Context: an optimization exercise on an open-source flow, tuned for small area and a short achievable clock period. The choices shown serve that exercise and are no tape-out recipe. In this exercise RTL edits were held to simulation tests only and were not proved equivalent to the original. The clock port is modelled as an ideal driver; clocking choices that lean on that would not hold on a real chip. Power and IR drop assume default switching activity.

lane 5:
==> module alu, before the edit <==
module alu(
    input        [31 : 0] A,
    input        [31 : 0] B,
    input        [3  : 0] aluop,
    output logic [31 : 0] alures,
    output logic          ZF,
    output logic          OF
);
    logic addm, rv, sub, lgm;
    assign addm = aluop[3] & (aluop[2] | aluop[1]);
    assign rv   = ~aluop[3] & aluop[2] & aluop[1];
    assign lgm  = ~aluop[3] & ~(aluop[2] & (aluop[1] | aluop[0]));
    assign sub  = aluop[2];
    logic [15 : 0] d1, d2;
    genvar i;
    generate for (i = 0; i < 16; i++) begin : g_dig
        assign d1[i] = (B[4:1] == i) & ~B[0];
        assign d2[i] = (B[4:1] == i) & B[0];
    end endgenerate
    logic [3 : 0] tt;
    always_comb begin
        if (addm)
            tt = sub ? 4'b0101 : 4'b1010;
        else if (lgm) begin
            case (aluop[2:0])
                3'b000:  tt = 4'b1000;
                3'b001:  tt = 4'b1110;
                3'b010:  tt = 4'b0110;
                3'b011:  tt = 4'b0111;
                default: tt = 4'b0011;
            endcase
        end else
            tt = 4'b0000;
    end
    logic [31 : 0] rev_a, ma, r;
    generate for (i = 0; i < 32; i++) begin : g_rev
        assign rev_a[i] = A[31 - i];
    end endgenerate
    assign ma = rv ? rev_a : A;
    logic sfill;
    assign sfill = rv & aluop[0] & A[31];
    generate for (i = 0; i < 32; i++) begin : g_r
        assign r[i] = (A[i] ? (B[i] ? tt[3] : tt[2]) : (B[i] ? tt[1] : tt[0]))
                    | (sfill & (B[4:0] > i));
    end endgenerate
    logic [31 : 0] x, y, S;
    mac32 U_mac(.a(ma), .b(B), .op(aluop), .d1(d1), .d2(d2), .r(r), .cin(addm & sub),
                .x(x), .y(y));
    logic [31 : 0] px, gx;
    logic          zS;
    pgen  U_pg (.x(x), .y(y), .p(px), .g(gx));
    sksum U_sum(.p(px), .g(gx), .s(S));
    zdet  U_z  (.p(px), .g(gx), .z(zS));
    logic bx31, lt, lts;
    assign bx31 = B[31] ^ sub;
    assign lt   = (A[31] ^ B[31]) ? (aluop[0] ? B[31] : A[31]) : S[31];
    assign lts  = aluop[3] & aluop[2] & aluop[1];           
    generate for (i = 0; i < 32; i++) begin : g_res
        if (i == 0)
            assign alures[i] = lts ? lt : (rv ? S[31 - i] : S[i]);
        else
            assign alures[i] = ~lts & (rv ? S[31 - i] : S[i]);
    end endgenerate
    assign ZF = lts ? ~lt : zS;
    assign OF = ((aluop == 4'b1010) | (aluop == 4'b1100)) & (A[31] == bx31) & (S[31] != A[31]);
endmodule
==> module sksum, before the edit <==
module sksum(
    input  [31 : 0] p,
    input  [31 : 0] g,
    output [31 : 0] s
);
    logic [31 : 0] pg [0 : 5];
    logic [31 : 0] gg [0 : 5];
    assign pg[0] = p;
    assign gg[0] = g;
    genvar l, i;
    generate for (l = 0; l < 5; l++) begin : g_lvl
        for (i = 0; i < 32; i++) begin : g_bit
            if (i & (1 << l)) begin : g_node
                localparam integer J = ((i >> l) << l) - 1;
                assign gg[l + 1][i] = gg[l][i] | (pg[l][i] & gg[l][J]);
                assign pg[l + 1][i] = pg[l][i] & pg[l][J];
            end else begin : g_pass
                assign gg[l + 1][i] = gg[l][i];
                assign pg[l + 1][i] = pg[l][i];
            end
        end
    end endgenerate
    assign s = p ^ {gg[5][30 : 0], 1'b0};
endmodule
clock: 15.0 ns
lec_check: 0
cap_margin: 20
core_margin: 2
core_utilization: 40
slew_margin: 20
synth_hierarchical: 1
standard.sh (not shown) runs the stock make flow with config.mk's settings and CLKGATE_MAP_FILE= SYNTH_SCRIPT=/design/flow/synth_recipe.tcl, a recipe that flattens the netlist after the stock synthesis.
==> flow/flow/run.sh <==
#!/bin/bash
# The standard layout (the standard.sh, standard synthesis unchanged) with:
# - after CTS, flow/skew.tcl instead of the standard timing repair: the result registers'
#   clock is delayed (useful skew for the register-to-register paths), then setup and
#   hold repair;
# - timing repair after global routing aiming for a larger setup margin, on the worst
#   path only;
# - the smallest buffer as the buffer on each port.
set -euo pipefail
bash standard.sh SETUP_SLACK_MARGIN=9.5 TNS_END_PERCENT=0 \
    "BUFFER_PORTS_ARGS=-buffer_cell sky130_fd_sc_hd__buf_1" \
    SKIP_CTS_REPAIR_TIMING=1 "POST_CTS_TCL=$PWD/flow/skew.tcl" finish > flow.log 2>&1
Other scripts of this flow, unchanged in this note and not shown: flow/flow/skew.tcl
#### Input delta (lane 2 over lane 5)
diff --git a/flow/design.v b/flow/design.v
--- a/flow/design.v
+++ b/flow/design.v
@@ -764,22 +764,28 @@
                 .x(x), .y(y));
     logic [31 : 0] px, gx;
     logic          zS;
     pgen  U_pg (.x(x), .y(y), .p(px), .g(gx));
-    sksum U_sum(.p(px), .g(gx), .s(S));
+    logic          c31;
+    sksum U_sum(.p(px), .g(gx), .s(S), .c31(c31));
     zdet  U_z  (.p(px), .g(gx), .z(zS));
-    logic bx31, lt, lts;
+    logic bx31, lt, lt0, lt1, lts, ofc, of0, of1;
     assign bx31 = B[31] ^ sub;
-    assign lt   = (A[31] ^ B[31]) ? (aluop[0] ? B[31] : A[31]) : S[31];
+    assign lt0  = (A[31] ^ B[31]) ? (aluop[0] ? B[31] : A[31]) : px[31];
+    assign lt1  = (A[31] ^ B[31]) ? (aluop[0] ? B[31] : A[31]) : ~px[31];
+    assign lt   = c31 ? lt1 : lt0;
     assign lts  = aluop[3] & aluop[2] & aluop[1];           
+    assign ofc  = ((aluop == 4'b1010) | (aluop == 4'b1100)) & (A[31] == bx31);
+    assign of0  = ofc & (px[31] != A[31]);
+    assign of1  = ofc & (px[31] == A[31]);
     generate for (i = 0; i < 32; i++) begin : g_res
         if (i == 0)
             assign alures[i] = lts ? lt : (rv ? S[31 - i] : S[i]);
         else
             assign alures[i] = ~lts & (rv ? S[31 - i] : S[i]);
     end endgenerate
     assign ZF = lts ? ~lt : zS;
-    assign OF = ((aluop == 4'b1010) | (aluop == 4'b1100)) & (A[31] == bx31) & (S[31] != A[31]);
+    assign OF = c31 ? of1 : of0;
 endmodule
 module pgen(
     input  [31 : 0] x,
     input  [31 : 0] y,
@@ -791,9 +797,10 @@
 endmodule
 module sksum(
     input  [31 : 0] p,
     input  [31 : 0] g,
-    output [31 : 0] s
+    output [31 : 0] s,
+    output          c31
 );
     logic [31 : 0] pg [0 : 5];
     logic [31 : 0] gg [0 : 5];
     assign pg[0] = p;
@@ -810,9 +817,10 @@
                 assign pg[l + 1][i] = pg[l][i];
             end
         end
     end endgenerate
-    assign s = p ^ {gg[5][30 : 0], 1'b0};
+    assign s   = p ^ {gg[5][30 : 0], 1'b0};
+    assign c31 = gg[5][30];
 endmodule
 module zdet(
     input  [31 : 0] p,
     input  [31 : 0] g,
[summary]
- Compared lane 2 vs lane 5, and simple-gate portion of the synthesized area is up in lane 2.
- Global routing usage on met1, lane 2 and lane 5: smaller value in lane 5
- Share of the final layout cell area in sequential cells across lane 2 and lane 5: no real change.
- Between lane 5 and lane 2, the overall fraction of global-route tracks in use figures differ only marginally.
- Lane 2 against lane 5: adder-cell share of the synthesized area rose by 0.93 points, clock latency on the worst-skew pair rose by 0.05 ns.
- Compared with lane 5, in lane 2 post-route clock period utilization went down by 0.22 points, total power went down by 0.25 mW.
- Lane 5 has a higher total wirelength of the detailed-routed design than lane 2.
- First-pass GRT wire length | lane 2 above lane 5
- Of lane 2 and lane 5, lane 2 shows the lower fraction of power consumed by combinational cells, with lane 5 above it.
- There was hardly any difference in clock-pin slew on the worst setup and hold paths between lane 2 and lane 5.

* * *

Another version of the RTL of alu_top (not shown whole).
For scale: about 2,000 cells after synthesis, about 100 flip-flops, roughly 100 I/O pins.
==> module alu, before the edit <==
module alu(
    input        [31 : 0] A,
    input        [31 : 0] B,
    input        [3  : 0] aluop,
    output logic [31 : 0] alures,
    output logic          ZF,
    output logic          OF
);
    logic addm, rv, sub, lgm;
    assign addm = aluop[3] & (aluop[2] | aluop[1]);
    assign rv   = ~aluop[3] & aluop[2] & aluop[1];
    assign lgm  = ~aluop[3] & ~(aluop[2] & (aluop[1] | aluop[0]));
    assign sub  = aluop[2];
    logic [15 : 0] d1, d2;
    genvar i;
    generate for (i = 0; i < 16; i++) begin : g_dig
        assign d1[i] = (B[4:1] == i) & ~B[0];
        assign d2[i] = (B[4:1] == i) & B[0];
    end endgenerate
    logic [3 : 0] tt;
    always_comb begin
        if (addm)
            tt = sub ? 4'b0101 : 4'b1010;
        else if (lgm) begin
            case (aluop[2:0])
                3'b000:  tt = 4'b1000;
                3'b001:  tt = 4'b1110;
                3'b010:  tt = 4'b0110;
                3'b011:  tt = 4'b0111;
                default: tt = 4'b0011;
            endcase
        end else
            tt = 4'b0000;
    end
    logic [31 : 0] rev_a, ma, r;
    generate for (i = 0; i < 32; i++) begin : g_rev
        assign rev_a[i] = A[31 - i];
    end endgenerate
    assign ma = rv ? rev_a : A;
    generate for (i = 0; i < 32; i++) begin : g_r
        assign r[i] = A[i] ? (B[i] ? tt[3] : tt[2]) : (B[i] ? tt[1] : tt[0]);
    end endgenerate
    logic [31 : 0] x, y, S;
    mac32 U_mac(.a(ma), .b(B), .op(aluop), .d1(d1), .d2(d2), .r(r), .cin(addm & sub),
                .x(x), .y(y));
    logic [31 : 0] px, gx;
    logic          zS;
    pgen  U_pg (.x(x), .y(y), .p(px), .g(gx));
    sksum U_sum(.p(px), .g(gx), .s(S));
    zdet  U_z  (.p(px), .g(gx), .z(zS));
    logic bx31, lt, lts;
    assign bx31 = B[31] ^ sub;
    assign lt   = (A[31] ^ B[31]) ? (aluop[0] ? B[31] : A[31]) : S[31];
    assign lts  = aluop[3] & aluop[2] & aluop[1];           
    logic          sfill;
    logic [31 : 0] fmask;
    assign sfill = rv & aluop[0] & A[31];
    assign fmask = {32{sfill}} & ~(32'hffffffff >> B[4:0]);
    generate for (i = 0; i < 32; i++) begin : g_res
        if (i == 0)
            assign alures[i] = lts ? lt : (rv ? S[31 - i] | fmask[i] : S[i]);
        else
            assign alures[i] = ~lts & (rv ? S[31 - i] | fmask[i] : S[i]);
    end endgenerate
    assign ZF = lts ? ~lt : (zS & ~sfill);
    assign OF = ((aluop == 4'b1010) | (aluop == 4'b1100)) & (A[31] == bx31) & (S[31] != A[31]);
endmodule
Settings: LEC_CHECK=0, CAP_MARGIN=20, CORE_MARGIN=2, CORE_UTILIZATION=40, SLEW_MARGIN=20, SYNTH_HIERARCHICAL=1; clock period 15.0 ns.
==> flow/flow/run.sh <==
#!/bin/bash
# The standard layout (the standard.sh, standard synthesis unchanged), with the
# timing repair after CTS and global routing aiming for a larger setup margin on the
# worst path only, and the smallest buffer as the buffer on each port.
set -euo pipefail
bash standard.sh SETUP_SLACK_MARGIN=8 TNS_END_PERCENT=0 \
    "BUFFER_PORTS_ARGS=-buffer_cell sky130_fd_sc_hd__buf_1" finish > flow.log 2>&1
The baseline ran to the end with no violations.
Change:
--- a/flow/design.v
+++ b/flow/design.v
@@ -752,10 +752,13 @@
     generate for (i = 0; i < 32; i++) begin : g_rev
         assign rev_a[i] = A[31 - i];
     end endgenerate
     assign ma = rv ? rev_a : A;
+    logic sfill;
+    assign sfill = rv & aluop[0] & A[31];
     generate for (i = 0; i < 32; i++) begin : g_r
-        assign r[i] = A[i] ? (B[i] ? tt[3] : tt[2]) : (B[i] ? tt[1] : tt[0]);
+        assign r[i] = (A[i] ? (B[i] ? tt[3] : tt[2]) : (B[i] ? tt[1] : tt[0]))
+                    | (sfill & (B[4:0] > i));
     end endgenerate
     logic [31 : 0] x, y, S;
     mac32 U_mac(.a(ma), .b(B), .op(aluop), .d1(d1), .d2(d2), .r(r), .cin(addm & sub),
                 .x(x), .y(y));
@@ -767,19 +770,15 @@
     logic bx31, lt, lts;
     assign bx31 = B[31] ^ sub;
     assign lt   = (A[31] ^ B[31]) ? (aluop[0] ? B[31] : A[31]) : S[31];
     assign lts  = aluop[3] & aluop[2] & aluop[1];           
-    logic          sfill;
-    logic [31 : 0] fmask;
-    assign sfill = rv & aluop[0] & A[31];
-    assign fmask = {32{sfill}} & ~(32'hffffffff >> B[4:0]);
     generate for (i = 0; i < 32; i++) begin : g_res
         if (i == 0)
-            assign alures[i] = lts ? lt : (rv ? S[31 - i] | fmask[i] : S[i]);
+            assign alures[i] = lts ? lt : (rv ? S[31 - i] : S[i]);
         else
-            assign alures[i] = ~lts & (rv ? S[31 - i] | fmask[i] : S[i]);
+            assign alures[i] = ~lts & (rv ? S[31 - i] : S[i]);
     end endgenerate
-    assign ZF = lts ? ~lt : (zS & ~sfill);
+    assign ZF = lts ? ~lt : zS;
     assign OF = ((aluop == 4'b1010) | (aluop == 4'b1100)) & (A[31] == bx31) & (S[31] != A[31]);
 endmodule
 module pgen(
     input  [31 : 0] x,
What happened: Synthesized cell count goes down by a few percent; utilization came out higher by 2.4 points; worst setup slack is better by 0.010 ns; die area goes up slightly; clock power rises by a few percent; register-to-register slack hardly moves; critical path depth grows by 6; combinational power went up by about a fifth; via count came out higher by a few percent.

## re-timing with driven ports
In the flow no input, the clock included, has a driving cell. The finished layouts below were timed again as built, in two steps. Step 1 (the two cells are an assumption about what drives the block):
set clk [get_ports {clk}]
set_driving_cell -lib_cell sky130_fd_sc_hd__clkbuf_16 $clk
set_driving_cell -lib_cell sky130_fd_sc_hd__buf_2 [delete_from_list [all_inputs] $clk]
Step 2, shift: input delay + t, output delay - t, t = (earliest + latest rising clock arrival at the registers) / 2. This alone moves slack from input paths to output paths. Three values: ideal, step 1, step 2; two values: the first two.
| run | t, ns | setup slack, ns | worst hold slack (ns) | clock arrival spread, ns | slew at the worst register clock pin (ns) | pins driven straight from the clock port |
|---|---|---|---|---|---|---|
| lane 5 | 1.182 | 9.453 / 9.453 / 9.453 | 0.183 / 0.183 / 0.183 | 1.470 / 1.470 | 0.08 / 0.08 | 1 |
| lane 2 | 1.211 | 9.486 / 9.429 / 9.495 | 0.101 / 0.101 / 0.101 | 1.536 / 1.536 | 0.11 / 0.11 | 1 |
| the first run of note 2 | 0.416 | 8.148 / 8.148 / 8.148 | 0.699 / 0.699 / 0.699 | 0.010 / 0.011 | 0.08 / 0.08 | 1 |
| the second run of note 2 | 0.441 | 8.158 / 8.158 / 8.158 | 0.758 / 0.758 / 0.758 | 0.023 / 0.023 | 0.09 / 0.09 | 1 |
Clock arrivals are far apart in lane 5 and lane 2, so t is only a midpoint there and step 2 fits no single register.
